Source: an optimization exercise on an open RTL-to-GDS flow (aim: small area). Production flows keep margins and buffers that such runs may drop. Function was checked by simulation only, so behaviour that the tests miss may differ from the original. Power figures rest on the tool's default switching activity, not on a simulated workload.

### flow/design.v
module ula(clock,a_dez,a_uni,b_dez,b_uni,op,sinA,sinB,r);
	input clock;
	input [3:0] a_dez, a_uni, b_dez, b_uni;
	input op;
	input sinA;
	input sinB;
	output [9:0] r;
	reg op1, op2;
	always @(posedge clock) begin
		op1 <= op;
		op2 <= op1;
	end
	wire sub = sinA ^ sinB ^ op2;
	wire [3:0] bu, bt;
	bcd9 N2(.d(b_uni), .c(sub), .q(bu));
	bcd9 N3(.d(b_dez), .c(sub), .q(bt));
	wire c0, c1;
	wire [3:0] xu, xt;
	bcdadd S0(.a(a_uni), .b(bu), .ci(sub), .s(xu), .co(c0));
	bcdadd S1(.a(a_dez), .b(bt), .ci(c0), .s(xt), .co(c1));
	wire neg = sub & ~c1;
	wire uz = (xu == 4'd0);
	wire [3:0] nu = uz ? 4'd0 : 4'd10 - xu;
	wire [3:0] nt = uz ? 4'd10 - xt : 4'd9 - xt;
	wire [3:0] u = neg ? nu : xu;
	wire [3:0] t = neg ? nt : xt;
	wire ca = neg;
	wire [8:0] mag = {c1 & ~sub, t, u};
	assign r = {(mag == 9'd0) | ~(sinA ^ ca), mag};
endmodule
module bcd9(input [3:0] d, input c, output [3:0] q);
	assign q = c ? {~(d[3] | d[2] | d[1]), d[2] ^ d[1], d[1], ~d[0]} : d;
endmodule
module bcdadd(input [3:0] a, input [3:0] b, input ci, output [3:0] s, output co);
	wire [4:0] x = a + b + ci;
	assign co = x[4] | (x[3] & (x[2] | x[1]));
	wire k1 = x[1] & co;
	wire k2 = (x[2] & co) | (x[2] & k1) | (co & k1);
	assign s = {x[3] ^ k2, x[2] ^ co ^ k1, x[1] ^ co, x[0]};
endmodule
module bcdout(saida,saida1,saida2,h,t,u,enable);
	input h;
	input [3:0] t;
	input [3:0] u;
	input enable;
	output [6:0] saida;
	output [6:0] saida1;
	output [6:0] saida2;
	seg7 U(.d(u), .off(~enable), .s(saida));
	seg7 D(.d(t), .off(~enable), .s(saida1));
	assign saida2 = enable ? (h ? 7'b1001111 : 7'b0000001) : 7'b1111111;
endmodule
module Remoto(clk,rst,entrada,comando,su,sd,suB,sdB,saida_1,saida1_1,saida2_1,soma_result_1,sinal_A,sinal_B);
input         clk;
input         rst;
input         entrada;
output reg [7:0] comando;
output [6:0] su;
output [6:0] sd;
output [6:0] suB;
output [6:0] sdB;
output [6:0] saida_1;
output [6:0] saida1_1;
output [6:0] saida2_1;
output [8:0] soma_result_1;
output reg sinal_A;
output reg sinal_B;
localparam [1:0] INICIA = 2'b00, INICIA_1 = 2'b01, LEITURA = 2'b10;
reg [1:0]  estado;
reg [11:0] cnt;         
reg [5:0]  bitcount;    
reg [7:0]  rbuf;        
reg        cur;         
reg        chk;         
reg        nova_mensagem;
wire st_ini  = (estado == INICIA);
wire st_ini1 = (estado == INICIA_1);
wire st_leit = (estado == LEITURA);
localparam [11:0] CNT_312 = 12'h548, CNT_648 = 12'h270, CNT_3282 = 12'h4d6, CNT_3595 = 12'hd00;
wire cnt_z11 = ~|cnt[10:0];
wire cnt_fb  = cnt[11] ^ cnt[5] ^ cnt[3] ^ cnt[0] ^ cnt_z11;
wire t_ini   = (cnt[10:0] == CNT_3595[10:0]);                             
wire t_ini1  = ({cnt[11:4], cnt[2:1]} == {CNT_3282[11:4], CNT_3282[2:1]});  
wire c_full  = cnt[11] & cnt_z11;                                         
wire c_bit   = (cnt == CNT_312);
wire c_one   = (cnt == CNT_648);
wire bc33    = bitcount[5] & bitcount[0];                                 
wire bc32    = bitcount[5] & ~bitcount[0];                                
wire lvl     = st_ini ? ~entrada : entrada;
wire leave   = (st_ini & t_ini) | (st_ini1 & t_ini1) | (st_leit & (c_full | bc33));
wire [6:0]  bc_c;
assign bc_c[0]  = 1'b1;
genvar gi;
generate
	for (gi = 0; gi < 6; gi = gi + 1) begin : bc_inc
		assign bc_c[gi+1] = bc_c[gi] & bitcount[gi];
	end
endgenerate
always @(posedge clk)
	if (rst | leave | ~lvl)
		cnt <= 12'd0;
	else
		cnt <= {cnt[10:0], cnt_fb};
always @(posedge clk)
	if (rst)
		estado <= INICIA;
	else if (st_ini & t_ini)
		estado <= INICIA_1;
	else if (st_ini1 & t_ini1)
		estado <= LEITURA;
	else if (leave)
		estado <= INICIA;
always @(posedge clk)
	if (rst | ~st_leit)
		bitcount <= 6'd0;
	else if (c_bit)
		bitcount <= bitcount ^ bc_c[5:0];
always @(posedge clk)
	if (st_leit) begin
		if (c_bit) begin
			cur <= 1'b0;
			if (bitcount <= 6'd24) begin
				rbuf <= {cur, rbuf[7:1]};
				chk  <= 1'b1;
			end else begin
				rbuf <= {rbuf[0], rbuf[7:1]};
				chk  <= chk & (cur ^ rbuf[0]);
			end
		end else if (c_one)
			cur <= 1'b1;
	end
wire valido = chk & (cur ^ rbuf[0]);
always @(posedge clk)
	if (rst) begin
		comando <= 8'd0;
		nova_mensagem <= 1'b0;
	end else begin
		nova_mensagem <= bc32 & valido;
		if (bc32 & valido)
			comando <= {rbuf[0], rbuf[7:1]};
	end
localparam [3:0] DESLIGADO = 4'b0000,
                 ESPERA    = 4'b0001,
                 ZERA_TUDO = 4'b0011,
                 DEZ_A     = 4'b0100,
                 DEZ_B     = 4'b0101,
                 UNI_A     = 4'b1000,
                 UNI_B     = 4'b1001,
                 MUDA_A    = 4'b1100,
                 MUDA_B    = 4'b1101;
reg [3:0]  estado_m;
reg [3:0]  a_dez, a_uni, b_dez, b_uni;
reg        op;
reg [26:0] delay;
reg        espera;
wire off     = (estado_m == DESLIGADO);
wire digito  = (comando < 8'd10);
wire liga    = (comando == 8'h12) & nova_mensagem;
wire em_uni  = estado_m[3] & ~estado_m[2];
wire dl_z25 = ~|delay[24:0];
wire dl_z26 = dl_z25 & ~delay[25];
wire dl_fb  = delay[26] ^ delay[4] ^ delay[1] ^ delay[0] ^ dl_z26;
wire [9:0] soma_result;
reg  [9:0] res;
wire [6:0] res_meio = {res[7:4], 2'b00} + res[7:4] + res[3:1] + (res[8] ? 7'd50 : 7'd0);
assign soma_result_1 = {res[9], res_meio, res[0]};
always @(posedge clk) begin
	delay  <= {delay[25:0], em_uni & dl_fb};
	espera <= em_uni & ((delay == 27'h170c17f) |
	                    (espera & ~(~delay[26] & delay[25] & dl_z25)));
end
always @(posedge clk)
	if (rst) begin
		estado_m <= DESLIGADO;
		sinal_A <= 1'b0;
		sinal_B <= 1'b0;
		res <= 10'd0;
	end else
		case (estado_m)
			DESLIGADO:
				if (liga) begin
					estado_m <= ESPERA;
					a_dez <= 4'd0; a_uni <= 4'd0;
					b_dez <= 4'd0; b_uni <= 4'd0;
					op <= 1'b0;
				end
			ESPERA:
				if (liga) begin
					estado_m <= DESLIGADO;
					res <= 10'h200;
				end else if (comando == 8'h0F) begin
					estado_m <= DEZ_A;
					a_dez <= 4'd0; a_uni <= 4'd0;
					sinal_A <= 1'b0;
					res <= 10'h200;
				end else if (comando == 8'h10) begin
					estado_m <= ZERA_TUDO;
					a_dez <= 4'd0; a_uni <= 4'd0;
					b_dez <= 4'd0; b_uni <= 4'd0;
					sinal_A <= 1'b0;
					sinal_B <= 1'b0;
					res <= 10'h200;
				end else if (comando == 8'h13) begin
					estado_m <= DEZ_B;
					b_dez <= 4'd0; b_uni <= 4'd0;
					sinal_B <= 1'b0;
					res <= 10'h200;
				end else if (comando == 8'h1A) begin
					op <= 1'b0;
					res <= soma_result;
				end else if (comando == 8'h1E) begin
					op <= 1'b1;
					res <= soma_result;
				end
			ZERA_TUDO: begin
				estado_m <= DEZ_A;
				res <= 10'h200;
			end
			DEZ_A:
				if (digito) begin
					a_uni <= comando[3:0];
					sinal_A <= 1'b0;
					estado_m <= UNI_A;
				end
			DEZ_B:
				if (digito) begin
					b_uni <= comando[3:0];
					sinal_B <= 1'b0;
					estado_m <= UNI_B;
				end
			UNI_A:
				if (espera & nova_mensagem) begin
					if (digito) begin
						a_dez <= a_uni; a_uni <= comando[3:0];
					end
					estado_m <= MUDA_A;
				end
			UNI_B:
				if (espera & nova_mensagem) begin
					if (digito) begin
						b_dez <= b_uni; b_uni <= comando[3:0];
					end
					estado_m <= MUDA_B;
				end
			MUDA_A:
				if (comando == 8'h0C) begin
					sinal_A <= ~sinal_A;
					estado_m <= ESPERA;
				end else if (~digito)
					estado_m <= ESPERA;
			MUDA_B:
				if (comando == 8'h0C) begin
					sinal_B <= ~sinal_B;
					estado_m <= ESPERA;
				end else if (~digito)
					estado_m <= ESPERA;
			default: ;
		endcase
ula G1(.clock(clk), .a_dez(a_dez), .a_uni(a_uni), .b_dez(b_dez), .b_uni(b_uni),
       .op(op), .sinA(sinal_A), .sinB(sinal_B), .r(soma_result));
bcdout G2(.saida(saida_1), .saida1(saida1_1), .saida2(saida2_1),
          .h(res[8]), .t(res[7:4]), .u(res[3:0]), .enable(~off));
seg7 DA0(.d(a_uni), .off(off), .s(su));
seg7 DA1(.d(a_dez), .off(off), .s(sd));
seg7 DB0(.d(b_uni), .off(off), .s(suB));
seg7 DB1(.d(b_dez), .off(off), .s(sdB));
endmodule
module seg7(input [3:0] d, input off, output [6:0] s);
	wire A = d[3], B = d[2], C = d[1], D = d[0];
	wire sa = A | C | (B & D) | (~B & ~D);
	wire sb = ~B | (~C & ~D) | (C & D);
	wire sc = B | ~C | D;
	wire sd = A | (~B & ~D) | (~B & C) | (C & ~D) | (B & ~C & D);
	wire se = (~B & ~D) | (C & ~D);
	wire sf = A | (~C & ~D) | (B & ~C) | (B & ~D);
	wire sg = A | (~B & C) | (B & ~C) | (C & ~D);
	assign s = ~({sa, sb, sc, sd, se, sf, sg} & {7{~off}});
endmodule
### flow/flow/run.sh
#!/bin/bash
# The standard layout with three changes:
#  - synthesis leaves adders to ABC instead of mapping them to the library's
#    adder cells first (ADDER_MAP_FILE empty);
#  - ABC restructures the logic (&deepsyn) and maps it for area (amap),
#    without the buffering and upsizing passes of ORFS's
#    area script (flow/abc_area.script, used through a copy of ORFS's scripts
#    folder for the synthesis step only);
#  - the port buffers are the smallest buffer instead of the one buffer_ports
#    picks by default.
set -euo pipefail
here=$(pwd)
rm -rf "$here/synth_scripts"
cp -r "$FLOW_HOME/scripts" "$here/synth_scripts"
cp "$here/flow/abc_area.script" "$here/synth_scripts/abc_area.script"
export ADDER_MAP_FILE=
export BUFFER_PORTS_ARGS="-buffer_cell sky130_fd_sc_hd__buf_1"
SCRIPTS_DIR="$here/synth_scripts" bash standard.sh synth > synth.log 2>&1
bash standard.sh > layout.log 2>&1
### flow/flow/abc_area.script
strash
&get -n
&deepsyn -T 20
&put
dch -f
amap -m -F 3 -A 10
topo
dnsize -c
### flow/standard.sh
#!/bin/bash
# synth_recipe.tcl (not shown) runs the flow's synth.tcl, then flattens the netlist and writes it again
# the make line also repeats each setting of config.mk as NAME=value (left out here)
make -C /OpenROAD-flow-scripts/flow DESIGN_CONFIG=/design/flow/config.mk WORK_HOME=/design/flow/orfs CLKGATE_MAP_FILE= SYNTH_SCRIPT=/design/flow/synth_recipe.tcl "${@:-finish}"
### flow/config.mk
export PLATFORM = sky130hd
export DESIGN_NAME = Remoto
export DESIGN_NICKNAME = Remoto
export VERILOG_FILES = /design/flow/design.v
export SDC_FILE = /design/flow/constraint.sdc
export NUM_CORES = 4
export LEC_CHECK = 0
export ABC_AREA = 1
export CAP_MARGIN = 20
export CORE_MARGIN = 2
export CORE_UTILIZATION = 85
export CTS_BUF_LIST = sky130_fd_sc_hd__clkbuf_8
export CTS_CLUSTER_DIAMETER = 100
export CTS_CLUSTER_SIZE = 30
export SLEW_MARGIN = 20
### flow/constraint.sdc
create_clock -name core_clock -period 14.0 [get_ports {clk}]
set_input_delay 2.8000 -clock core_clock [delete_from_list [all_inputs] [get_ports {clk}]]
set_output_delay 2.8000 -clock core_clock [all_outputs]
set_load 0.01 [all_outputs]
==> impl_results.md, run 1 <==
- Top FF cell, synth: dfxtp_1
- Post-Syn Area: 4960 µm²
- Avg Synthesized Cell Area: slightly below 8 µm²
- Top-area cell type share of the netlist area: 30.3%
- Register area share after synthesis: between 40% and 50%
- Yosys reg bits: around 100
- Initial Util: around nine tenths
- Row cnt: 27
- Status: stopped before the end
- Synth warn: 2
- Synth cell types: 40
- Synth area leaders: dfxtp_1 30%, edfxtp_1 16%, nor2_1 8.3%, clkinv_1 6.7%, o21ai_0 6.1%
- Die X: around 80 µm
- Run Error: [ERROR GPL-0301] Utilization 103.022 % exceeds 100%.
- Syn nets: around 640
- Area leader, netlist: dfxtp_1
- EDFF count, synth: 27
- Post-synth ARST share: 0%
- Syn Inst Count: around 640
- Stopped at: global placement without I/O
- Die height: 80.4 µm
## logic make-up after synthesis
family                 synth area share [%]
AOI/OAI and AO/OA                      22.0
buffers and inverters                  7.72
DFF                                    46.6
other                                0.0756
and+or+nand+nor                        23.6
## cell usage after synthesis (4+ instances only)
| library cell | number |
|---|---|
| a2111oi_0 | 4 |
| a21oi_1 | 42 |
| a22oi_1 | 6 |
| a31oi_1 | 8 |
| buf_4 | 7 |
| clkinv_1 | 88 |
| dfxtp_1 | 75 |
| edfxtp_1 | 27 |
| nand2_1 | 42 |
| nand3_1 | 14 |
| nand4_1 | 9 |
| nor2_1 | 110 |
| nor2b_1 | 6 |
| nor3_1 | 28 |
| nor4_1 | 7 |
| o211ai_1 | 4 |
| o21a_1 | 5 |
| o21ai_0 | 60 |
| o22ai_1 | 35 |
| o31ai_1 | 5 |
| o32ai_1 | 4 |
| or2_0 | 13 |
| or3_1 | 10 |
| or4_1 | 4 |
==> run 2, diff against run 1 <==
--- a/flow/config.mk
+++ b/flow/config.mk
@@ -10,3 +10,3 @@
 export CORE_MARGIN = 2
-export CORE_UTILIZATION = 85
+export CORE_UTILIZATION = 70
 export CTS_BUF_LIST = sky130_fd_sc_hd__clkbuf_8
==> run 2 against run 1 <==
Compared with the run above: the run now finishes clean; synthesized cell count unchanged; synthesized area unchanged.
==> impl_results.md, run 2 <==
- Routed via count: around 4900
- Reg2reg setup slack: 7990 ps
- Largest net degree at the start of global routing: 29
- Setup ws final: roughly 7500 ps
- Initial antenna violation count: 0
- Clk slew on worst S/H paths: approximately 100 ps
- Max FO, Critical Path: 9
- Die height: 88.2 µm (was 80.4 µm)
- # DRC: 0
- Fillers: just over 500
- HPWL Detailed: 8570 µm
- Max-slew violations: 0
- Syn Inst Count: 635 (unchanged)
- Root Buffer: clkbuf_8
- Relative slew slack: a little over a third
- Iter 0 DRT Violations: approximately 300
- Core area: a little under 7000 µm²
- I/O Pins: between 70 and 80
- CTS Buf Count: 9
- Global-route wire length before repair: about 18000 µm
- # Post-CTS Setup Buffers: 0
- Top Registers: delay: 27 flops, cnt: 12 flops, res: 10 flops
- Critical path class: flip-flop to primary output
- Resized cells post-CTS: 0
- Initial Util: 72.6% (was 89.0%)
- Commonest cells post-synth: 110 x nor2_1, 88 x clkinv_1, 75 x dfxtp_1 (unchanged)
- Hold-critical path depth: 0
- Fin cells: a little over 800
- Die X: 88.2 µm (was 80.4 µm)
- Row cnt: 30 (was 27)
- EDFF count, synth: 27 (unchanged)
- Ant. Diodes: 0
- CTS max path bufs: 2
- Peak VDD IR: 157 µV
- Register area share after synthesis: 46.6% (unchanged)
- Footprint of the multi-input gates: approximately 2300 µm²
- Synth cell types: 40 (unchanged)
- Status: timing/DRC/antenna clean (was stopped before the end)
- Worst slew pin tran: between 900 and 1000 ps
- Final Util: about four fifths
- Pleak: around 1.8 nW
- Setup tns final: 0 ps
- Reg-to-reg critical path endpoint: res[9]$_SDFFE_PP0P_
- Gr usage total: about 29%
- Wire per inst: 14.1 µm
- Max frequency: approximately 150 MHz
- Tmin final: ~6500 ps
- Synth area leaders: dfxtp_1 30%, edfxtp_1 16%, nor2_1 8.3%, clkinv_1 6.7%, o21ai_0 6.1% (unchanged)
- Inst Count DP: between 700 and 800
- Area Growth Syn to Fin: 10.8%
- Max-cap viol count: 0
- Most common cell after layout, fill and taps aside: nor2_1
- # nets final: a little over 700
- IO buf count: 69
- Vias per cell: slightly above 6
- Post-CTS Hold Buffers: 0
- Crit path launch type: flip-flop
- Top FF cell, synth: dfxtp_1 (unchanged)
- FF-to-FF Start: sinal_B$_SDFFE_PP0P_
- Area leader, netlist: dfxtp_1 (unchanged)
- Fin. Hold Viols: 0
- Flip-flop and latch area: 2310 µm²
- Setup Skew: between 9 and 10 ps
- Hold Path Class: flip-flop to flip-flop
- Hold Startpoint: G1.op1$_DFF_P_
- Clk sink count: about 100
- PwrDens: around 210 nW/µm²
- Routed Wire Length: 11500 µm
- Post-Syn Area: 4960 µm² (unchanged)
- Final setup fails: 0
- Antenna viol nets, final: 0
- Reg with most FFs: delay
- Syn nets: 638 (unchanged)
- Post-synth ARST share: 0% (unchanged)
- Commonest cells after routing, fill and taps aside: 110 x nor2_1, 89 x clkinv_1, 75 x dfxtp_1
- CTS tree: done
- Pre-antenna DRT Iters: 5
- Synth warn: 2 (unchanged)
- Total grt overflow: 0
- Clock Latency Late Sink: approximately 360 ps
- H-Tree Depth: 3
- CP Data Required Time: ~11000 ps
- DIE AREA: 7770 µm²
- Avg Synthesized Cell Area: 7.81 µm² (unchanged)
- Worst Hold End: G1.op2$_DFF_P_
- RSZ-0062 raised after global routing: false
- Worst EP arrival: 3690 ps
- Pre-CTS setup slack: 7980 ps
- Share of cells above drive strength 1: between 2 and 2.5%
- Most numerous cell in the Yosys netlist: nor2_1 (unchanged)
- Yosys reg bits: 102 (unchanged)
- Placer Congestion: about 0.94
- R2r worst-path depth: 32
- Tcrit/Tclk final: 46.3%
- Vias in the first global route: between 4000 and 5000
- Max reg flops: 27
- Post-Route Hold Slack: ~350 ps
- Worst Setup End Kind: primary output
- Top-area cell type share of the netlist area: 30.3% (unchanged)
run 2: cell counts after synthesis:
Identical to the previous run, type by type.
run 2: cells by family (layout without fill, tap and decap cells):
| kind of cell | after synthesis | after routing | share of synthesized area, % |
|---|---|---|---|
| flip-flops | 102 | 102 | 46.6 |
| AND/OR/NAND/NOR | 253 | 253 | 23.6 |
| AO/OA/AOI/OAI | 184 | 184 | 22.0 |
| buffers and inverters | 95 | 175 | 7.72 |
| other | 1 | 1 | 0.0756 |
run 2: per-layer routing:
layer  up-vias  share of wire (%)  global-route usage [%]
met5         -                  0                       0
met1      2247                 43                    37.7
met4         0                2.2                    11.0
li1       2425                  -                       -
met3        34                6.5                    5.00
met2       202                 48                    50.2
run 2: worst max-delay path by stage:
stage | cells after the start | slack (ps) | start | end
floorplan | 19 | 8380 | res[5]$_SDFFE_PP0P_ | soma_result_1[7]
global placement | 20 | 8150 | res[5]$_SDFFE_PP0P_ | soma_result_1[7]
detailed placement | 20 | 7980 | res[5]$_SDFFE_PP0P_ | soma_result_1[7]
CTS | 20 | 7560 | res[5]$_SDFFE_PP0P_ | soma_result_1[7]
global route | 20 | 7130 | res[5]$_SDFFE_PP0P_ | soma_result_1[7]
finish | 20 | 7510 | res[5]$_SDFFE_PP0P_ | soma_result_1[7]
run 2: layout make-up:
cell class | count | share of cell area [%]
Tap cell | 96 | 2.19
Sequential cell | 102 | 42.1
Clock buffer | 9 | 2.25
Multi-Input combinational cell | 438 | 41.2
Timing Repair Buffer | 71 | 4.99
Clock inverter | 7 | 1.28
Inverter | 88 | 6.01
run 2: power breakdown:
part / internal (mW) / switching, mW / total, mW
combinational: 0.188 / 0.380 / 0.568
sequential: 0.352 / 0.0378 / 0.390
clock: 0.0836 / 0.101 / 0.185
total: 0.624 / 0.519 / 1.14
run 2: per-stage QoR:
stage	area, µm²	total power, mW
3_3_place_gp	5300	0.936
4_1_cts	5500	1.14
2_1_floorplan	4960	0.802
5_1_grt	5500	1.23
3_5_place_dp	5300	0.955
6_report	5500	1.14
run 2: critical path, cell delays in order (launching register included):
cell	delay (ps)
dfxtp_1	490
clkinv_1	220
o22ai_1	200
a21oi_1	120
nor2_1	140
nor2_1	60
nor2_1	140
nor2_1	70
a31oi_1	230
o22ai_1	120
and2_0	200
nor2_1	150
nor2_1	70
nor2_1	130
or2_0	150
and2_0	190
a31oi_1	120
nor2_1	180
nor2_1	70
a21oi_1	110
buf_1	160
==> run 3, diff against run 2 <==
--- a/flow/config.mk
+++ b/flow/config.mk
@@ -12,4 +12,4 @@
 export CTS_BUF_LIST = sky130_fd_sc_hd__clkbuf_8
-export CTS_CLUSTER_DIAMETER = 100
-export CTS_CLUSTER_SIZE = 30
+export CTS_CLUSTER_DIAMETER = 150
+export CTS_CLUSTER_SIZE = 50
 export SLEW_MARGIN = 20
==> run 3 against run 2 <==
Compared with the run above: via count unchanged; synthesized cell count unchanged; sequential share of layout area unchanged; still clean on timing, DRC and antenna; hold slack unchanged; non-clock buffer count unchanged; critical endpoint unchanged; register-to-register slack about the same; highest routed layer unchanged; clock skew unchanged; final area unchanged; maximum frequency unchanged.
==> impl_results.md, run 3 <==
- Setup Skew: 9.18 ps (unchanged)
- R2r worst-path depth: 32 (unchanged)
- Setup tns final: 0 ps (unchanged)
- Wire per inst: 14.1 µm (unchanged)
- # DRC: 0 (unchanged)
- Antenna viol nets, final: 0 (unchanged)
- Hold Startpoint: G1.op1$_DFF_P_ (unchanged)
- Tmin final: 6490 ps (unchanged)
- # Post-CTS Setup Buffers: 0 (unchanged)
- DIE AREA: 7770 µm² (unchanged)
- Clk slew on worst S/H paths: 100 ps (about the same)
- Routed Wire Length: 11500 µm (unchanged)
- Ant. Diodes: 0 (unchanged)
- Post-CTS Hold Buffers: 0 (unchanged)
- Flip-flop and latch area: 2310 µm² (unchanged)
- Reg2reg setup slack: 7990 ps (about the same)
- Max-slew violations: 0 (unchanged)
- HPWL Detailed: 8570 µm (unchanged)
- Max frequency: 154 MHz (unchanged)
- Synth area leaders: dfxtp_1 30%, edfxtp_1 16%, nor2_1 8.3%, clkinv_1 6.7%, o21ai_0 6.1% (unchanged)
- Critical path class: flip-flop to primary output (unchanged)
- Share of cells above drive strength 1: 2.24% (unchanged)
- Resized cells post-CTS: 0 (unchanged)
- PwrDens: 208 nW/µm² (unchanged)
- Vias per cell: 6.05 (unchanged)
- Peak VDD IR: 157 µV (unchanged)
- Vias in the first global route: 4252 (unchanged)
- Global-route wire length before repair: 18100 µm (unchanged)
- Largest net degree at the start of global routing: 29 (unchanged)
- Crit path launch type: flip-flop (unchanged)
- Hold Path Class: flip-flop to flip-flop (unchanged)
- Top FF cell, synth: dfxtp_1 (unchanged)
- FF-to-FF Start: sinal_B$_SDFFE_PP0P_ (unchanged)
- Max FO, Critical Path: 9 (unchanged)
- Worst Setup End Kind: primary output (unchanged)
- Fin. Hold Viols: 0 (unchanged)
- Max reg flops: 27 (unchanged)
- Die height: 88.2 µm (unchanged)
- Top-area cell type share of the netlist area: 30.3% (unchanged)
- Synth cell types: 40 (unchanged)
- Hold-critical path depth: 0 (unchanged)
- EDFF count, synth: 27 (unchanged)
- Fillers: 514 (unchanged)
- Post-Syn Area: 4960 µm² (unchanged)
- Clk sink count: 102 (unchanged)
- Worst EP arrival: 3690 ps (about the same)
- Routed via count: 4908 (unchanged)
- Pre-antenna DRT Iters: 5 (unchanged)
- CP Data Required Time: 11200 ps (about the same)
- Reg with most FFs: delay (unchanged)
- Tcrit/Tclk final: 46.3% (unchanged)
- Post-Route Hold Slack: 350 ps (unchanged)
- CTS tree: done (unchanged)
- Syn Inst Count: 635 (unchanged)
- Pleak: 1.83 nW (unchanged)
- Initial antenna violation count: 0 (unchanged)
- Root Buffer: clkbuf_8 (unchanged)
- Relative slew slack: 36.4% (unchanged)
- Avg Synthesized Cell Area: 7.81 µm² (unchanged)
- Initial Util: 72.6% (unchanged)
- Reg-to-reg critical path endpoint: res[9]$_SDFFE_PP0P_ (unchanged)
- Die X: 88.2 µm (unchanged)
- Post-synth ARST share: 0% (unchanged)
- Final setup fails: 0 (unchanged)
- Syn nets: 638 (unchanged)
- Worst slew pin tran: 940 ps (unchanged)
- CTS Buf Count: 9 (unchanged)
- Commonest cells post-synth: 110 x nor2_1, 88 x clkinv_1, 75 x dfxtp_1 (unchanged)
- RSZ-0062 raised after global routing: false (unchanged)
- Gr usage total: 29.5% (unchanged)
- CTS max path bufs: 2 (unchanged)
- Commonest cells after routing, fill and taps aside: 110 x nor2_1, 89 x clkinv_1, 75 x dfxtp_1 (unchanged)
- Row cnt: 30 (unchanged)
- Worst Hold End: G1.op2$_DFF_P_ (unchanged)
- Yosys reg bits: 102 (unchanged)
- Iter 0 DRT Violations: 301 (unchanged)
- H-Tree Depth: 3 (unchanged)
- Footprint of the multi-input gates: 2260 µm² (unchanged)
- Register area share after synthesis: 46.6% (unchanged)
- Top Registers: delay: 27 flops, cnt: 12 flops, res: 10 flops (unchanged)
- Clock Latency Late Sink: 360 ps (about the same)
- Total grt overflow: 0 (unchanged)
- Synth warn: 2 (unchanged)
- Placer Congestion: 0.935 (unchanged)
- # nets final: 713 (unchanged)
- Most numerous cell in the Yosys netlist: nor2_1 (unchanged)
- Most common cell after layout, fill and taps aside: nor2_1 (unchanged)
- Area Growth Syn to Fin: 10.8% (unchanged)
- Max-cap viol count: 0 (unchanged)
- Area leader, netlist: dfxtp_1 (unchanged)
- I/O Pins: 71 (unchanged)
- Core area: 6830 µm² (unchanged)
- Status: timing/DRC/antenna clean (unchanged)
- IO buf count: 69 (unchanged)
[run 3: cell counts after synthesis]
No cell type changed its count.
[run 3: worst max-delay path, stage by stage, from the launching register on]
cell	delay, ps
dfxtp_1	490
clkinv_1	220
o22ai_1	200
a21oi_1	120
nor2_1	140
nor2_1	60
nor2_1	140
nor2_1	70
a31oi_1	230
o22ai_1	120
and2_0	200
nor2_1	150
nor2_1	70
nor2_1	130
or2_0	150
and2_0	190
a31oi_1	120
nor2_1	180
nor2_1	70
a21oi_1	110
buf_1	160
[run 3: report_power, final]
| part | internal, mW | switching [mW] |
|---|---|---|
| combinational | 0.188 | 0.380 |
| sequential | 0.352 | 0.0378 |
| clock | 0.0836 | 0.101 |
| total | 0.624 | 0.519 |
[run 3: final cells by class]
class	count	share of cell area, %
multi-input combinational	438	41.2
timing repair buffer	71	4.99
clock inverter	7	1.28
inverter	88	6.01
clock buffer	9	2.25
tap	96	2.19
sequential	102	42.1
[run 3: logic make-up (layout without fill, tap and decap cells)]
group                  Yosys count  in the layout  share of synthesized area (%)
AOI/OAI and AO/OA              184            184                           22.0
DFF                            102            102                           46.6
buffers and inverters           95            175                           7.72
other                            1              1                         0.0756
and+or+nand+nor                253            253                           23.6
[run 3: stage by stage]
stage / std cells / power, mW / utilization (%) / cell area [µm²] / setup WS, ps
floorplan: 635 / 0.802 / - / 4960 / 8380
global placement: 795 / 0.936 / 77.6 / 5300 / 8150
detailed placement: 795 / 0.955 / 77.6 / 5300 / 7980
CTS: 811 / 1.14 / 80.4 / 5500 / 7560
global route: 811 / 1.23 / 80.4 / 5500 / 7130
finish: 811 / 1.14 / 80.4 / 5500 / 7510
[run 3: worst max path at each step]
stage                              startpoint                to  slack, ps  cells past startpoint
after floorplan           res[5]$_SDFFE_PP0P_  soma_result_1[7]       8380                     19
after global placement    res[5]$_SDFFE_PP0P_  soma_result_1[7]       8150                     20
after detailed placement  res[5]$_SDFFE_PP0P_  soma_result_1[7]       7980                     20
after CTS                 res[5]$_SDFFE_PP0P_  soma_result_1[7]       7560                     20
after global routing      res[5]$_SDFFE_PP0P_  soma_result_1[7]       7130                     20
final                     res[5]$_SDFFE_PP0P_  soma_result_1[7]       7510                     20
[run 3: per-layer routing]
| metal | up-vias | wire (µm) | GRT usage [%] |
|---|---|---|---|
| met5 | - | 0 | 0 |
| met4 | 0 | 254 | 11.0 |
| met3 | 34 | 740 | 5.00 |
| met2 | 202 | 5550 | 50.2 |
| met1 | 2247 | 4910 | 37.7 |
| li1 | 2425 | - | - |
==> run 4, diff against run 3 <==
--- a/flow/design.v
+++ b/flow/design.v
@@ -214,6 +214,4 @@
 				end
-			ZERA_TUDO: begin
+			ZERA_TUDO:
 				estado_m <= DEZ_A;
-				res <= 10'h200;
-			end
 			DEZ_A:
@@ -221,3 +219,2 @@
 					a_uni <= comando[3:0];
-					sinal_A <= 1'b0;
 					estado_m <= UNI_A;
@@ -227,3 +224,2 @@
 					b_uni <= comando[3:0];
-					sinal_B <= 1'b0;
 					estado_m <= UNI_B;
--- a/flow/config.mk
+++ b/flow/config.mk
@@ -12,4 +12,4 @@
 export CTS_BUF_LIST = sky130_fd_sc_hd__clkbuf_8
-export CTS_CLUSTER_DIAMETER = 150
-export CTS_CLUSTER_SIZE = 50
+export CTS_CLUSTER_DIAMETER = 100
+export CTS_CLUSTER_SIZE = 30
 export SLEW_MARGIN = 20
==> run 4 against run 3 <==
Compared with the run above: still clean on timing, DRC and antenna; sequential power increased by 3%; clock skew increased by 3.3 ps; flip-flop and latch count unchanged; non-clock buffer count decreased by 1; clock-buffer cell count increased by 1; critical path depth increased by 13; synthesized area decreased by 0.15%; final area decreased by 0.39%; die area decreased by 0.15%; highest routed layer unchanged.
==> impl_results.md, run 4 <==
- Post-CTS Hold Buffers: 0 (unchanged)
- Max-slew violations: 0 (unchanged)
- Worst Setup End Kind: flip-flop (was primary output)
- CP Data Required Time: 14300 ps (was 11200 ps)
- Iter 0 DRT Violations: 396 (was 301)
- Max-cap viol count: 0 (unchanged)
- Global-route wire length before repair: 19500 µm (was 18100 µm)
- Peak VDD IR: 152 µV (was 157 µV)
- Pre-antenna DRT Iters: 6 (was 5)
- CTS max path bufs: 2 (unchanged)
- CP max stage delay: 540 ps (was 490 ps)
- Vias per cell: 6.19 (was 6.05)
- Critical path class: flip-flop to flip-flop (was flip-flop to primary output)
- Fin. Hold Viols: 0 (unchanged)
- H-Tree Depth: 3 (unchanged)
- EDFF count, synth: 27 (unchanged)
- Syn nets: 626 (was 638)
- Max reg flops: 27 (unchanged)
- Placer Congestion: 0.892 (was 0.935)
- Routed Wire Length: 12000 µm (was 11500 µm)
- Synth area leaders: dfxtp_1 30%, edfxtp_1 16%, nor2_1 8.6%, clkinv_1 6.0%, o21ai_0 5.4% (was dfxtp_1 30%, edfxtp_1 16%, nor2_1 8.3%, clkinv_1 6.7%, o21ai_0 6.1%)
- Initial Util: 72.5% (was 72.6%)
- Commonest cells post-synth: 114 x nor2_1, 79 x clkinv_1, 75 x dfxtp_1 (was 110 x nor2_1, 88 x clkinv_1, 75 x dfxtp_1)
- Antenna viol nets, final: 0 (unchanged)
- CTS Buf Count: 9 (unchanged)
- Area leader, netlist: dfxtp_1 (unchanged)
- Initial antenna violation count: 0 (unchanged)
- Avg Synthesized Cell Area: 7.95 µm² (was 7.81 µm²)
- Reg with most FFs: delay (unchanged)
- Core area: 6830 µm² (unchanged)
- Max frequency: 153 MHz (was 154 MHz)
- Largest net degree at the start of global routing: 32 (was 29)
- Share of cells above drive strength 1: 2.42% (was 2.24%)
- Wire per inst: 15.0 µm (was 14.1 µm)
- Ant. Diodes: 0 (unchanged)
- Clk slew on worst S/H paths: 90 ps (was 100 ps)
- Root Buffer: clkbuf_8 (unchanged)
- Post-synth ARST share: 0% (unchanged)
- Crit path launch type: flip-flop (unchanged)
- Resized cells post-CTS: 0 (unchanged)
- Reg2reg setup slack: 7460 ps (was 7990 ps)
- Final Util: 80.1% (was 80.4%)
- Gr usage total: 31.6% (was 29.5%)
- Setup tns final: 0 ps (unchanged)
- PwrDens: 209 nW/µm² (was 208 nW/µm²)
- Vias in the first global route: 4434 (was 4252)
- Setup Skew: 12.5 ps (was 9.18 ps)
- Commonest cells after routing, fill and taps aside: 114 x nor2_1, 79 x clkinv_1, 75 x dfxtp_1 (was 110 x nor2_1, 89 x clkinv_1, 75 x dfxtp_1)
- Most numerous cell in the Yosys netlist: nor2_1 (unchanged)
- Pwr Total: 1.14 mW (about the same)
- Post-Syn Area: 4950 µm² (was 4960 µm²)
- Final setup fails: 0 (unchanged)
- Register area share after synthesis: 46.7% (was 46.6%)
- # nets final: 700 (was 713)
- Synth warn: 2 (unchanged)
- Area Growth Syn to Fin: 10.5% (was 10.8%)
- Clock Latency Late Sink: 370 ps (was 360 ps)
- # Post-CTS Setup Buffers: 0 (unchanged)
- Pleak: 1.86 nW (was 1.83 nW)
- Die X: 88.1 µm (was 88.2 µm)
- IO buf count: 69 (unchanged)
- Syn Inst Count: 623 (was 635)
- CTS tree: done (unchanged)
- Synth cell types: 39 (was 40)
- Status: timing/DRC/antenna clean (unchanged)
- RSZ-0062 raised after global routing: false (unchanged)
- Worst EP arrival: 6840 ps (was 3690 ps)
- Top FF cell, synth: dfxtp_1 (unchanged)
- Relative slew slack: 44.6% (was 36.4%)
- # DRC: 0 (unchanged)
- Clk sink count: 102 (unchanged)
- I/O Pins: 71 (unchanged)
- Worst slew pin tran: 826 ps (was 940 ps)
- Die height: 88.1 µm (was 88.2 µm)
- DIE AREA: 7760 µm² (was 7770 µm²)
- HPWL Detailed: 8690 µm (was 8570 µm)
- Total grt overflow: 0 (unchanged)
- Slowest-stage cell, CP: or4_1 (was dfxtp_1)
- Hold Path Class: flip-flop to flip-flop (unchanged)
- Max FO, Critical Path: 10 (was 9)
- Most common cell after layout, fill and taps aside: nor2_1 (unchanged)
- Tcrit/Tclk final: 46.7% (was 46.3%)
- Routed via count: 4942 (was 4908)
- Top Registers: delay: 27 flops, cnt: 12 flops, res: 10 flops (unchanged)
- Tmin final: 6540 ps (was 6490 ps)
- Row cnt: 30 (unchanged)
- Most frequent CP cell: nor2_1 (unchanged)
- Fillers: 516 (was 514)
- Yosys reg bits: 102 (unchanged)
- Top-area cell type share of the netlist area: 30.3% (about the same)
[run 4: cell type report]
class | instances | area, µm² | area share (%)
Sequential cell | 102 | 2310 | 42.2
Inverter | 79 | 297 | 5.42
Tap cell | 96 | 120 | 2.19
Timing Repair Buffer | 70 | 267 | 4.87
Multi-Input combinational cell | 435 | 2290 | 41.9
Clock buffer | 10 | 138 | 2.51
Clock inverter | 6 | 50.0 | 0.914
[run 4: layer usage]
metal	GRT usage [%]	routed length, µm	vias up
li1	-	-	2389
met3	4.81	822	34
met1	39.4	4960	2271
met5	0	0	-
met2	54.3	5910	248
met4	14.5	282	0
[run 4: power breakdown]
part	switching [mW]	internal (mW)
combinational	0.380	0.184
sequential	0.0453	0.356
clock	0.104	0.0726
total	0.529	0.613
[run 4: cells by family (layout without fill, tap and decap cells)]
family                 count (synthesis)  after routing  synth area share (%)
AND/OR/NAND/NOR                      260            260                  24.2
flip-flops                           102            102                  46.7
AO/OA/AOI/OAI                        174            174                  22.0
other                                  1              1                0.0757
buffers and inverters                 86            165                  7.05
[run 4: final timing paths]
check / depth (start not counted) / end / from
worst max-delay path: 33 / res[9]$_SDFFE_PP0P_ / sinal_B$_SDFFE_PP0P_
worst min register to register: 0 / G1.op2$_DFF_P_ / G1.op1$_DFF_P_
worst max register to register: 33 / res[9]$_SDFFE_PP0P_ / sinal_B$_SDFFE_PP0P_
worst min-delay path: 0 / G1.op2$_DFF_P_ / G1.op1$_DFF_P_
[run 4: critical path: cells and delay by family, from the launching register on]
| kind | cells | cell delay, ps |
|---|---|---|
| AO/OA/AOI/OAI | 16 | 2800 |
| AND/OR/NAND/NOR | 14 | 2520 |
| buffers and inverters | 3 | 740 |
| flip-flops | 1 | 410 |
[run 4: per-stage QoR]
stage               instances  instance area, µm²  worst slack [ps]  hold slack [ps]
floorplan                 623                4950              7960              310
detailed placement        782                5290              7620              320
global placement          782                5290              7810              316
finish                    798                5470              7460              343
CTS                       798                5470              7590              345
global route              798                5470              6830              350
==> run 5, diff against run 4 <==
--- a/flow/flow/run.sh
+++ b/flow/flow/run.sh
@@ -9,3 +9,4 @@
 #  - the port buffers are the smallest buffer instead of the one buffer_ports
-#    picks by default.
+#    picks by default;
+#  - clock tree synthesis adds no dummy loads (CTS_ARGS).
 set -euo pipefail
@@ -18,2 +19,3 @@
 SCRIPTS_DIR="$here/synth_scripts" bash standard.sh synth > synth.log 2>&1
+export CTS_ARGS="-sink_clustering_enable -repair_clock_nets -dont_use_dummy_load -buf_list sky130_fd_sc_hd__clkbuf_8 -sink_clustering_size 30 -sink_clustering_max_diameter 100"
 bash standard.sh > layout.log 2>&1
==> run 5 against run 4 <==
Compared with the run above: clock power fell by 19%; clock skew rose by 11 ps; final cell count fell by 0.88%; first-iteration DRC count down 15%; highest routed layer unchanged; still clean; die area unchanged; sequential power is essentially flat; synthesized area did not move; critical path type unchanged; worst setup slack better by 7.6 ps.
==> impl_results.md, run 5 <==
- Initial antenna violation count: 0 (unchanged)
- Die X: 88.1 µm (unchanged)
- Peak VDD IR: 133 µV (was 152 µV)
- Max FO, Critical Path: 10 (unchanged)
- Clk slew on worst S/H paths: 70 ps (was 90 ps)
- Status: timing/DRC/antenna clean (unchanged)
- Clock Power Share: 13.0% (was 15.4%)
- Core area: 6830 µm² (unchanged)
- Post-synth ARST share: 0% (unchanged)
- Reg with most FFs: delay (unchanged)
- Worst Setup End Kind: flip-flop (unchanged)
- Worst slew pin tran: 809 ps (was 826 ps)
- Syn Inst Count: 623 (unchanged)
- Net Sw Frac: 45.7% (was 46.3%)
- Most frequent CP cell: nor2_1 (unchanged)
- IO buf count: 69 (unchanged)
- Setup tns final: 0 ps (unchanged)
- Setup Skew: 23.7 ps (was 12.5 ps)
- Synth area leaders: dfxtp_1 30%, edfxtp_1 16%, nor2_1 8.6%, clkinv_1 6.0%, o21ai_0 5.4% (unchanged)
- Resized cells post-CTS: 0 (unchanged)
- Placer Congestion: 0.892 (unchanged)
- Die height: 88.1 µm (unchanged)
- Syn nets: 626 (unchanged)
- Tmin final: 6530 ps (was 6540 ps)
- Internal: 598 µW (was 613 µW)
- Fin. Hold Viols: 0 (unchanged)
- Wire per inst: 14.6 µm (was 15.0 µm)
- Vias per cell: 6.18 (was 6.19)
- DIE AREA: 7760 µm² (unchanged)
- Sequential power share: 36.4% (was 35.2%)
- Top Registers: delay: 27 flops, cnt: 12 flops, res: 10 flops (unchanged)
- Worst EP arrival: 6820 ps (was 6840 ps)
- Clock Latency Late Sink: 370 ps (about the same)
- Post-CTS Hold Buffers: 0 (unchanged)
- CTS Buf Count: 9 (unchanged)
- Hold Path Class: flip-flop to flip-flop (unchanged)
- Initial Util: 72.5% (unchanged)
- CP max stage delay: 540 ps (about the same)
- Root Buffer: clkbuf_8 (unchanged)
- Total grt overflow: 0 (unchanged)
- Synth cell types: 39 (unchanged)
- Relative slew slack: 45.7% (was 44.6%)
- Top FF cell, synth: dfxtp_1 (unchanged)
- Area leader, netlist: dfxtp_1 (unchanged)
- Most common cell after layout, fill and taps aside: nor2_1 (unchanged)
- I/O Pins: 71 (unchanged)
- Post-Syn Area: 4950 µm² (unchanged)
- Switching power: 503 µW (was 529 µW)
- Max-slew violations: 0 (unchanged)
- Final setup fails: 0 (unchanged)
- CTS tree: done (unchanged)
- Crit path launch type: flip-flop (unchanged)
- Max reg flops: 27 (unchanged)
- Yosys reg bits: 102 (unchanged)
- Synth warn: 2 (unchanged)
- H-Tree Depth: 3 (unchanged)
- Share of cells above drive strength 1: 1.44% (was 2.42%)
- Antenna viol nets, final: 0 (unchanged)
- Register area share after synthesis: 46.7% (unchanged)
- Tcrit/Tclk final: 46.7% (about the same)
- Slowest-stage cell, CP: or4_1 (unchanged)
- # Post-CTS Setup Buffers: 0 (unchanged)
- Iter 0 DRT Violations: 338 (was 396)
- Avg Synthesized Cell Area: 7.95 µm² (unchanged)
- EDFF count, synth: 27 (unchanged)
- Critical path class: flip-flop to flip-flop (unchanged)
- Top-area cell type share of the netlist area: 30.3% (unchanged)
- Area Growth Syn to Fin: 9.25% (was 10.5%)
- Row cnt: 30 (unchanged)
- Routed Wire Length: 11600 µm (was 12000 µm)
- # DRC: 0 (unchanged)
- PwrDens: 203 nW/µm² (was 209 nW/µm²)
- Largest net degree at the start of global routing: 32 (unchanged)
- Routed via count: 4888 (was 4942)
- CP Data Required Time: 14290 ps (was 14300 ps)
- Gr usage total: 30.6% (was 31.6%)
- Combinational share of power: 50.7% (was 49.4%)
- Ant. Diodes: 0 (unchanged)
- Global-route wire length before repair: 18800 µm (was 19500 µm)
- Max-cap viol count: 0 (unchanged)
- HPWL Detailed: 8690 µm (unchanged)
- Pleak: 1.82 nW (was 1.86 nW)
- Clk sink count: 102 (unchanged)
- Most numerous cell in the Yosys netlist: nor2_1 (unchanged)
- Max frequency: 153 MHz (about the same)
- Pwr Total: 1.10 mW (was 1.14 mW)
- RSZ-0062 raised after global routing: false (unchanged)
- # nets final: 700 (unchanged)
- Commonest cells after routing, fill and taps aside: 114 x nor2_1, 79 x clkinv_1, 75 x dfxtp_1 (unchanged)
- CTS max path bufs: 2 (unchanged)
- Pre-antenna DRT Iters: 5 (was 6)
- Commonest cells post-synth: 114 x nor2_1, 79 x clkinv_1, 75 x dfxtp_1 (unchanged)
- Final Util: 79.2% (was 80.1%)
- Vias in the first global route: 4299 (was 4434)
-- run 5: cell counts after synthesis --
No cell type changed its count.
-- run 5: kinds of logic after synthesis --
kind of cell | synth area share (%)
flip-flops | 46.7
AND/OR/NAND/NOR | 24.2
AO/OA/AOI/OAI | 22.0
buffers and inverters | 7.05
other | 0.0757
-- run 5: worst paths after layout --
check                                          start  cells after the start  slack, ps                   to
worst min register to register        G1.op1$_DFF_P_                      0        330       G1.op2$_DFF_P_
worst max register to register  sinal_B$_SDFFE_PP0P_                     33       7470  res[9]$_SDFFE_PP0P_
worst max-delay path            sinal_B$_SDFFE_PP0P_                     33       7470  res[9]$_SDFFE_PP0P_
worst min-delay path                  G1.op1$_DFF_P_                      0        330       G1.op2$_DFF_P_
-- run 5: per-stage QoR --
stage	hold slack, ps	instances	area (µm²)	setup slack, ps
after floorplan	310	623	4950	7960
after global placement	316	782	5290	7810
after detailed placement	320	782	5290	7620
after CTS	334	791	5410	7600
after global routing	340	791	5410	6840
final	332	791	5410	7470
-- run 5: final cells by class --
cell class,instances,area (µm²)
multi-input combinational,435,2290
sequential,102,2310
tap,96,120
clock buffer,9,124
fill,520,1420
inverter,79,297
timing repair buffer,70,267
-- run 5: power groups by stage --
| stage | combinational, mW | sequential (mW) | clock [mW] |
|---|---|---|---|
| final | 0.558 | 0.400 | 0.143 |
| after global routing | 0.625 | 0.407 | 0.154 |
| after CTS | 0.550 | 0.400 | 0.143 |
| after detailed placement | 0.548 | 0.406 | 0 |
| after global placement | 0.531 | 0.402 | 0 |
| after floorplan | 0.411 | 0.393 | 0 |
-- run 5: routing by layer --
| metal | share of wire [%] | up-vias | track usage (%) |
|---|---|---|---|
| met3 | 6.6 | 30 | 4.81 |
| met4 | 2.3 | 0 | 12.8 |
| met2 | 49 | 229 | 51.9 |
| met1 | 42 | 2251 | 39.1 |
| li1 | - | 2378 | - |
| met5 | 0 | - | 0 |
-- run 5: critical path: cells and delay by family (launching register included) --
family	cells	cell delay, ps
simple gates	14	2500
compound gates	16	2820
buf+inv	3	750
flops	1	400
==> run 6, diff against run 5 <==
--- a/flow/flow/run.sh
+++ b/flow/flow/run.sh
@@ -1,3 +1,3 @@
 #!/bin/bash
-# The standard layout with three changes:
+# The standard layout with these changes:
 #  - synthesis leaves adders to ABC instead of mapping them to the library's
--- a/flow/config.mk
+++ b/flow/config.mk
@@ -10,3 +10,3 @@
 export CORE_MARGIN = 2
-export CORE_UTILIZATION = 70
+export CORE_UTILIZATION = 80
 export CTS_BUF_LIST = sky130_fd_sc_hd__clkbuf_8
==> run 6 against run 5 <==
Compared with the run above: still clean on timing, DRC and antenna; clock power increased by 3%; synthesized cell count unchanged; non-clock buffer count fell by 1; flip-flop and latch count unchanged; synthesized area unchanged; power increased by 3.9%; wire length up 30%; global-route usage up 14 points.
==> impl_results.md, run 6 <==
- Slowest-stage cell, CP: or4_1 (unchanged)
- Ant. Diodes: 0 (unchanged)
- Setup ws final: 6970 ps (was 7470 ps)
- Delay-heaviest family, CP: compound AO/OA/AOI/OAI gates (unchanged)
- Hold Path Class: flip-flop to flip-flop (unchanged)
- Relative slew slack: 39.7% (was 45.7%)
- Final setup fails: 0 (unchanged)
- Clock Latency Late Sink: 370 ps (about the same)
- Reg with most FFs: delay (unchanged)
- Tmin final: 7030 ps (was 6530 ps)
- DIE AREA: 6840 µm² (was 7760 µm²)
- Reg-to-reg critical path endpoint: res[9]$_SDFFE_PP0P_ (unchanged)
- Top Registers: delay: 27 flops, cnt: 12 flops, res: 10 flops (unchanged)
- Initial Util: 83.2% (was 72.5%)
- Global-route wire length before repair: 22700 µm (was 18800 µm)
- Synth warn: 2 (unchanged)
- Crit path launch type: flip-flop (unchanged)
- # DRC: 0 (unchanged)
- Pre-antenna DRT Iters: 8 (was 5)
- Max frequency: 142 MHz (was 153 MHz)
- Pleak: 1.82 nW (about the same)
- Top-area cell type share of the netlist area: 30.3% (unchanged)
- RSZ-0062 raised after global routing: false (unchanged)
- HPWL Detailed: 9810 µm (was 8690 µm)
- Top FF cell, synth: dfxtp_1 (unchanged)
- Stages on the worst setup path: 31 (was 33)
- Synth Area in Adders: 0% (unchanged)
- Resized cells post-CTS: 0 (unchanged)
- Largest net degree at the start of global routing: 32 (unchanged)
- Yosys reg bits: 102 (unchanged)
- Die height: 82.7 µm (was 88.1 µm)
- CTS max path bufs: 2 (unchanged)
- Hold-critical path depth: 0 (unchanged)
- Max FO, Critical Path: 10 (unchanged)
- Worst EP arrival: 7320 ps (was 6820 ps)
- Fin. Hold Viols: 0 (unchanged)
- # Post-CTS Setup Buffers: 0 (unchanged)
- Setup tns final: 0 ps (unchanged)
- Clk sink count: 102 (unchanged)
- Antenna viol nets, final: 0 (unchanged)
- Syn nets: 626 (unchanged)
- Placer Congestion: 0.980 (was 0.892)
- Gr usage total: 44.5% (was 30.6%)
- Most common cell after layout, fill and taps aside: nor2_1 (unchanged)
- EDFF count, synth: 27 (unchanged)
- Worst slew pin tran: 900 ps (was 809 ps)
- IO buf count: 69 (unchanged)
- Clk slew on worst S/H paths: 70 ps (about the same)
- Most frequent CP cell: a21oi_1 (was nor2_1)
- Routed via count: 5460 (was 4888)
- Wire per inst: 19.5 µm (was 14.6 µm)
- Critical Path Start: sinal_B$_SDFFE_PP0P_ (unchanged)
- Simple-gate share of the synthesized area: 24.2% (unchanged)
- Root Buffer: clkbuf_8 (unchanged)
- Max-cap viol count: 0 (unchanged)
- Commonest cells after routing, fill and taps aside: 114 x nor2_1, 79 x clkinv_1, 75 x dfxtp_1 (unchanged)
- Vias in the first global route: 4738 (was 4299)
- Iter 0 DRT Violations: 846 (was 338)
- Post-CTS Hold Buffers: 0 (unchanged)
- Compound-Gate Fraction of Synth Area: 22.0% (unchanged)
- Reg2reg setup slack: 6970 ps (was 7470 ps)
- Syn Inst Count: 623 (unchanged)
- CP max stage delay: 530 ps (was 540 ps)
- Most numerous cell in the Yosys netlist: nor2_1 (unchanged)
- Vias per cell: 7.10 (was 6.18)
- Register area share after synthesis: 46.7% (unchanged)
- Main combinational cell family by area after synthesis: simple AND/OR/NAND/NOR gates (unchanged)
- Area Growth Syn to Fin: 8.56% (was 9.25%)
- Buf+Inv Stages, Crit Path: 1 (was 3)
- Share of cells above drive strength 1: 1.30% (was 1.44%)
- Area leader, netlist: dfxtp_1 (unchanged)
- Worst Setup End Kind: flip-flop (unchanged)
- Max reg flops: 27 (unchanged)
- Core area: 5960 µm² (was 6830 µm²)
- Die X: 82.7 µm (was 88.1 µm)
- Post-Syn Area: 4950 µm² (unchanged)
- Critical path endpoint: res[9]$_SDFFE_PP0P_ (unchanged)
- H-Tree Depth: 3 (unchanged)
- Critical path class: flip-flop to flip-flop (unchanged)
- R2r worst-path depth: 31 (was 33)
- Post-Synth XOR/XNOR Area: 0% (unchanged)
- Total grt overflow: 0 (unchanged)
- Peak VDD IR: 183 µV (was 133 µV)
- Synth area leaders: dfxtp_1 30%, edfxtp_1 16%, nor2_1 8.6%, clkinv_1 6.0%, o21ai_0 5.4% (unchanged)
- Hold Startpoint: op$_SDFFCE_PN0P_ (was G1.op1$_DFF_P_)
- I/O Pins: 71 (unchanged)
- Commonest cells post-synth: 114 x nor2_1, 79 x clkinv_1, 75 x dfxtp_1 (unchanged)
- Tcrit/Tclk final: 50.2% (was 46.7%)
- Synth cell types: 39 (unchanged)
- Max-slew violations: 0 (unchanged)
- CP Data Required Time: 14280 ps (was 14290 ps)
- CTS tree: done (unchanged)
- # nets final: 699 (was 700)
- Row cnt: 28 (was 30)
- Design area: 5380 µm² (was 5410 µm²)
- Pre-CTS setup slack: 6790 ps (was 7620 ps)
- DP Area: 5250 µm² (was 5290 µm²)
- Setup Skew: 32.4 ps (was 23.7 ps)
- Post-synthesis mux area share: 0% (unchanged)
- Post-synth ARST share: 0% (unchanged)
- Routed Wire Length: 15000 µm (was 11600 µm)
- CTS Buf Count: 9 (unchanged)
- Avg Synthesized Cell Area: 7.95 µm² (unchanged)
- Status: timing/DRC/antenna clean (unchanged)
- FF-to-FF Start: sinal_B$_SDFFE_PP0P_ (unchanged)
- PwrDens: 213 nW/µm² (was 203 nW/µm²)
- Initial antenna violation count: 0 (unchanged)
[run 6: worst min-delay path by stage]
| stage | end | slack, ps |
|---|---|---|
| 2_1_floorplan | G1.op2$_DFF_P_ | 310 |
| 3_3_place_gp | G1.op2$_DFF_P_ | 320 |
| 3_5_place_dp | G1.op2$_DFF_P_ | 320 |
| 4_1_cts | delay[14]$_DFF_P_ | 350 |
| 5_1_grt | delay[14]$_DFF_P_ | 350 |
| 6_report | G1.op1$_DFF_P_ | 350 |
[run 6: per-layer routing]
| layer | track usage (%) | wire (µm) | up-vias |
|---|---|---|---|
| li1 | - | - | 2373 |
| met1 | 51.1 | 5120 | 2424 |
| met2 | 76.5 | 7080 | 517 |
| met3 | 11.2 | 1810 | 146 |
| met4 | 23.4 | 970 | 0 |
| met5 | 0 | 0 | - |
[run 6: cell families after synthesis]
kind of cell | Yosys count
compound gates | 174
buf+inv | 86
other cells | 1
flops | 102
simple gates | 260
[run 6: cell type report]
class | count | area [µm²]
clock buffer | 9 | 124
fill | 279 | 579
inverter | 79 | 297
multi-input combinational | 435 | 2290
sequential | 102 | 2310
tap | 75 | 93.8
timing repair buffer | 69 | 259
[run 6: stage by stage]
step                      hold WS (ps)  utilization [%]  total power [mW]  cells
after floorplan                    310                -             0.804    623
after global placement             323             88.2             0.924    760
after detailed placement           319             88.2             0.961    760
after CTS                          347             90.3              1.12    769
after global routing               349             90.3              1.21    769
final                              348             90.3              1.14    769
[run 6: report_power, final]
| group | internal (mW) | switching, mW | total, mW |
|---|---|---|---|
| clock network | 0.0579 | 0.0897 | 0.148 |
| logic | 0.183 | 0.406 | 0.589 |
| registers | 0.357 | 0.0512 | 0.408 |
| total | 0.597 | 0.547 | 1.14 |
==> run 7, diff against run 6 <==
--- a/flow/flow/run.sh
+++ b/flow/flow/run.sh
@@ -19,3 +19,3 @@
 SCRIPTS_DIR="$here/synth_scripts" bash standard.sh synth > synth.log 2>&1
-export CTS_ARGS="-sink_clustering_enable -repair_clock_nets -dont_use_dummy_load -buf_list sky130_fd_sc_hd__clkbuf_8 -sink_clustering_size 30 -sink_clustering_max_diameter 100"
+export CTS_ARGS="-sink_clustering_enable -repair_clock_nets -dont_use_dummy_load -buf_list sky130_fd_sc_hd__clkbuf_16 -sink_clustering_size 110 -sink_clustering_max_diameter 500"
 bash standard.sh > layout.log 2>&1
--- a/flow/config.mk
+++ b/flow/config.mk
@@ -10,3 +10,3 @@
 export CORE_MARGIN = 2
-export CORE_UTILIZATION = 80
+export CORE_UTILIZATION = 70
 export CTS_BUF_LIST = sky130_fd_sc_hd__clkbuf_8
==> run 7 against run 6 <==
Compared with the run above: final area rose by 2.5%; combinational power fell by 4.2%; via count fell by 8.8%; critical path depth rose by 2; flip-flop and latch count did not move; clock skew fell by 19 ps; sequential power fell by 2%; clock-buffer cell count did not move; largest cell class unchanged.
==> impl_results.md, run 7 <==
- Status: timing/DRC/antenna clean (unchanged)
- H-Tree Depth: 3 (unchanged)
- Clock Latency Late Sink: 340 ps (was 370 ps)
- Post-synth ARST share: 0% (unchanged)
- Syn nets: 626 (unchanged)
- PwrDens: 212 nW/µm² (was 213 nW/µm²)
- Delay-heaviest family, CP: compound AO/OA/AOI/OAI gates (unchanged)
- CTS tree: done (unchanged)
- Synth warn: 2 (unchanged)
- Fillers: 498 (was 279)
- Max frequency: 151 MHz (was 142 MHz)
- Fin cells: 791 (was 769)
- Routed via count: 4981 (was 5460)
- Top FF cell, synth: dfxtp_1 (unchanged)
- Pleak: 1.87 nW (was 1.82 nW)
- Final Util: 80.7% (was 90.3%)
- Switching power: 516 µW (was 547 µW)
- FF-to-FF Start: sinal_B$_SDFFE_PP0P_ (unchanged)
- Clock Power Share: 17.5% (was 12.9%)
- Max reg flops: 27 (unchanged)
- Vias per cell: 6.30 (was 7.10)
- Area leader, netlist: dfxtp_1 (unchanged)
- Max-slew violations: 0 (unchanged)
- Gr usage total: 31.8% (was 44.5%)
- Critical path class: flip-flop to flip-flop (unchanged)
- Flip-flop and latch area: 2310 µm² (unchanged)
- Tcrit/Tclk final: 47.3% (was 50.2%)
- Row cnt: 30 (was 28)
- EDFF count, synth: 27 (unchanged)
- Avg Synthesized Cell Area: 7.95 µm² (unchanged)
- # nets final: 700 (was 699)
- Commonest cells post-synth: 114 x nor2_1, 79 x clkinv_1, 75 x dfxtp_1 (unchanged)
- Setup Skew: 13.0 ps (was 32.4 ps)
- Pre-antenna DRT Iters: 7 (was 8)
- Initial Util: 72.5% (was 83.2%)
- Reg with most FFs: delay (unchanged)
- Post-Syn Area: 4950 µm² (unchanged)
- Resized cells post-CTS: 0 (unchanged)
- Worst Hold End: G1.op2$_DFF_P_ (was G1.op1$_DFF_P_)
- Crit path launch type: flip-flop (unchanged)
- RSZ-0062 raised after global routing: false (unchanged)
- CP max stage delay: 540 ps (was 530 ps)
- Antenna viol nets, final: 0 (unchanged)
- Reg-to-reg critical path endpoint: res[9]$_SDFFE_PP0P_ (unchanged)
- Synth area leaders: dfxtp_1 30%, edfxtp_1 16%, nor2_1 8.6%, clkinv_1 6.0%, o21ai_0 5.4% (unchanged)
- Die height: 88.1 µm (was 82.7 µm)
- CP Data Required Time: 14270 ps (was 14280 ps)
- # Post-CTS Setup Buffers: 0 (unchanged)
- Routed Wire Length: 12100 µm (was 15000 µm)
- Syn Inst Count: 623 (unchanged)
- Combinational share of power: 48.2% (was 51.5%)
- Sequential power share: 34.3% (was 35.6%)
- Worst Setup End Kind: flip-flop (unchanged)
- Share of cells above drive strength 1: 1.44% (was 1.30%)
- Setup tns final: 0 ps (unchanged)
- Die X: 88.1 µm (was 82.7 µm)
- Worst slew pin tran: 838 ps (was 900 ps)
- Root Buffer: clkbuf_16 (was clkbuf_8)
- Design area: 5510 µm² (was 5380 µm²)
- Core area: 6830 µm² (was 5960 µm²)
- Top Registers: delay: 27 flops, cnt: 12 flops, res: 10 flops (unchanged)
- Max-cap viol count: 0 (unchanged)
- Clk sink count: 102 (unchanged)
- I/O Pins: 71 (unchanged)
- HPWL Detailed: 8690 µm (was 9810 µm)
- Clk slew on worst S/H paths: 60 ps (was 70 ps)
- Synth cell types: 39 (unchanged)
- Global-route wire length before repair: 19500 µm (was 22700 µm)
- Iter 0 DRT Violations: 394 (was 846)
- Post-CTS Hold Buffers: 0 (unchanged)
- Buf+Inv Stages, Crit Path: 3 (was 1)
- Placer Congestion: 0.892 (was 0.980)
- Slowest-stage cell, CP: or4_1 (unchanged)
- CTS Buf Count: 9 (unchanged)
- Register area share after synthesis: 46.7% (unchanged)
- Footprint of the multi-input gates: 2290 µm² (unchanged)
- Most common cell after layout, fill and taps aside: nor2_1 (unchanged)
- Fin. Hold Viols: 0 (unchanged)
- Hold Path Class: flip-flop to flip-flop (unchanged)
- Inst Count DP: 782 (was 760)
- Tmin final: 6620 ps (was 7030 ps)
- Ant. Diodes: 0 (unchanged)
- Wire per inst: 15.2 µm (was 19.5 µm)
- Area Growth Syn to Fin: 11.3% (was 8.56%)
- DP Area: 5290 µm² (was 5250 µm²)
- Worst EP arrival: 6880 ps (was 7320 ps)
- Max FO, Critical Path: 10 (unchanged)
- Most numerous cell in the Yosys netlist: nor2_1 (unchanged)
- Commonest cells after routing, fill and taps aside: 114 x nor2_1, 79 x clkinv_1, 75 x dfxtp_1 (unchanged)
- Hold Startpoint: G1.op1$_DFF_P_ (was op$_SDFFCE_PN0P_)
- Largest net degree at the start of global routing: 32 (unchanged)
- Final setup fails: 0 (unchanged)
- R2r worst-path depth: 33 (was 31)
- Relative slew slack: 43.9% (was 39.7%)
- Net Sw Frac: 44.1% (was 47.8%)
- Hold-critical path depth: 0 (unchanged)
- Vias in the first global route: 4474 (was 4738)
- Top-area cell type share of the netlist area: 30.3% (unchanged)
- Initial antenna violation count: 0 (unchanged)
- Peak VDD IR: 134 µV (was 183 µV)
- Critical Path Start: sinal_B$_SDFFE_PP0P_ (unchanged)
- IO buf count: 69 (unchanged)
- Most frequent CP cell: nor2_1 (was a21oi_1)
- Internal: 654 µW (was 597 µW)
- Yosys reg bits: 102 (unchanged)
- Reg2reg setup slack: 7380 ps (was 6970 ps)
- CTS max path bufs: 2 (unchanged)
- DIE AREA: 7760 µm² (was 6840 µm²)
- Total grt overflow: 0 (unchanged)
- # DRC: 0 (unchanged)
run 7: changes by cell type in the layout (fill, tap and decap cells not counted):
cell,change
buf_4,+1
o21ai_0,+1
o21ai_1,-1
clkbuf_8,-9
clkbuf_16,+9
run 7: layout make-up:
class | instances | area share (%)
sequential | 102 | 42.0
multi-input combinational | 435 | 41.6
inverter | 79 | 5.38
timing repair buffer | 70 | 4.84
clock buffer | 9 | 4.09
tap | 96 | 2.18
run 7: routing by layer:
layer	up-vias	routed length [µm]	GRT usage (%)
met4	0	362	12.8
met3	50	850	6.69
met2	266	5910	54.1
met5	-	0	0
met1	2283	4930	39.5
li1	2382	-	-
run 7: cell families (layout without fill, tap and decap cells):
family	Yosys count	in the layout	share of synthesized area [%]
DFF	102	102	46.7
AOI/OAI and AO/OA	174	174	22.0
and+or+nand+nor	260	260	24.2
buffers and inverters	86	158	7.05
other	1	1	0.0757
run 7: worst max-delay path by stage:
stage,to,slack (ps),depth (start not counted)
2_1_floorplan,res[9]$_SDFFE_PP0P_,7960,29
3_3_place_gp,res[9]$_SDFFE_PP0P_,7810,32
3_5_place_dp,res[9]$_SDFFE_PP0P_,7620,32
4_1_cts,res[9]$_SDFFE_PP0P_,7520,32
5_1_grt,res[9]$_SDFFE_PP0P_,6760,32
6_report,res[9]$_SDFFE_PP0P_,7380,33
run 7: power groups by stage:
stage / logic [mW] / registers (mW) / clock network [mW]
5_1_grt: 0.629 / 0.408 / 0.216
3_5_place_dp: 0.548 / 0.406 / 0
3_3_place_gp: 0.531 / 0.402 / 0
6_report: 0.564 / 0.401 / 0.205
4_1_cts: 0.556 / 0.400 / 0.205
2_1_floorplan: 0.411 / 0.393 / 0
run 7: through the flow:
step | setup slack [ps] | power, mW | hold slack [ps]
after floorplan | 7960 | 0.804 | 310
after global placement | 7810 | 0.933 | 316
final | 7380 | 1.17 | 335
after detailed placement | 7620 | 0.954 | 320
after CTS | 7520 | 1.16 | 334
after global routing | 6760 | 1.25 | 343
run 7: worst reg2reg max path, delay by kind of cell, from the launching register on:
family	cells	cell delay, ps
AOI/OAI and AO/OA	16	2820
and+or+nand+nor	14	2550
buffers and inverters	3	790
DFF	1	400

-- static timing again, ports no longer ideal --
In the flow no input, the clock included, has a driving cell. The finished layouts below were timed again as built, in two steps. Step 1: set_driving_cell puts a clkbuf_16 on clk and a buf_2 on each other input, an assumption about the parent block. Step 2 moves the port delays by t, midway between the first and last clock arrival at a register: inputs arrive t later, outputs are due t later. That takes back most of the time a late clock gives input paths. Slacks: no drivers / after step 1 / after step 2; pairs: no drivers / after step 1.
run | shift t [ns] | setup WS [ns] | worst setup path at the end | cell pins on the clock port's net
run 2 | 0.391 | 7.514 / 7.482 / 7.873 | register to output | 1
run 3 | 0.391 | 7.514 / 7.482 / 7.873 | register to output | 1
run 4 | 0.390 | 7.461 / 7.461 / 7.461 | register to register | 1
run 5 | 0.384 | 7.468 / 7.468 / 7.468 | register to register | 1
run 6 | 0.385 | 6.966 / 6.966 / 6.966 | register to register | 1
run 7 | 0.366 | 7.381 / 7.381 / 7.381 | register to register | 1
After both steps setup and hold are still met in every run listed.
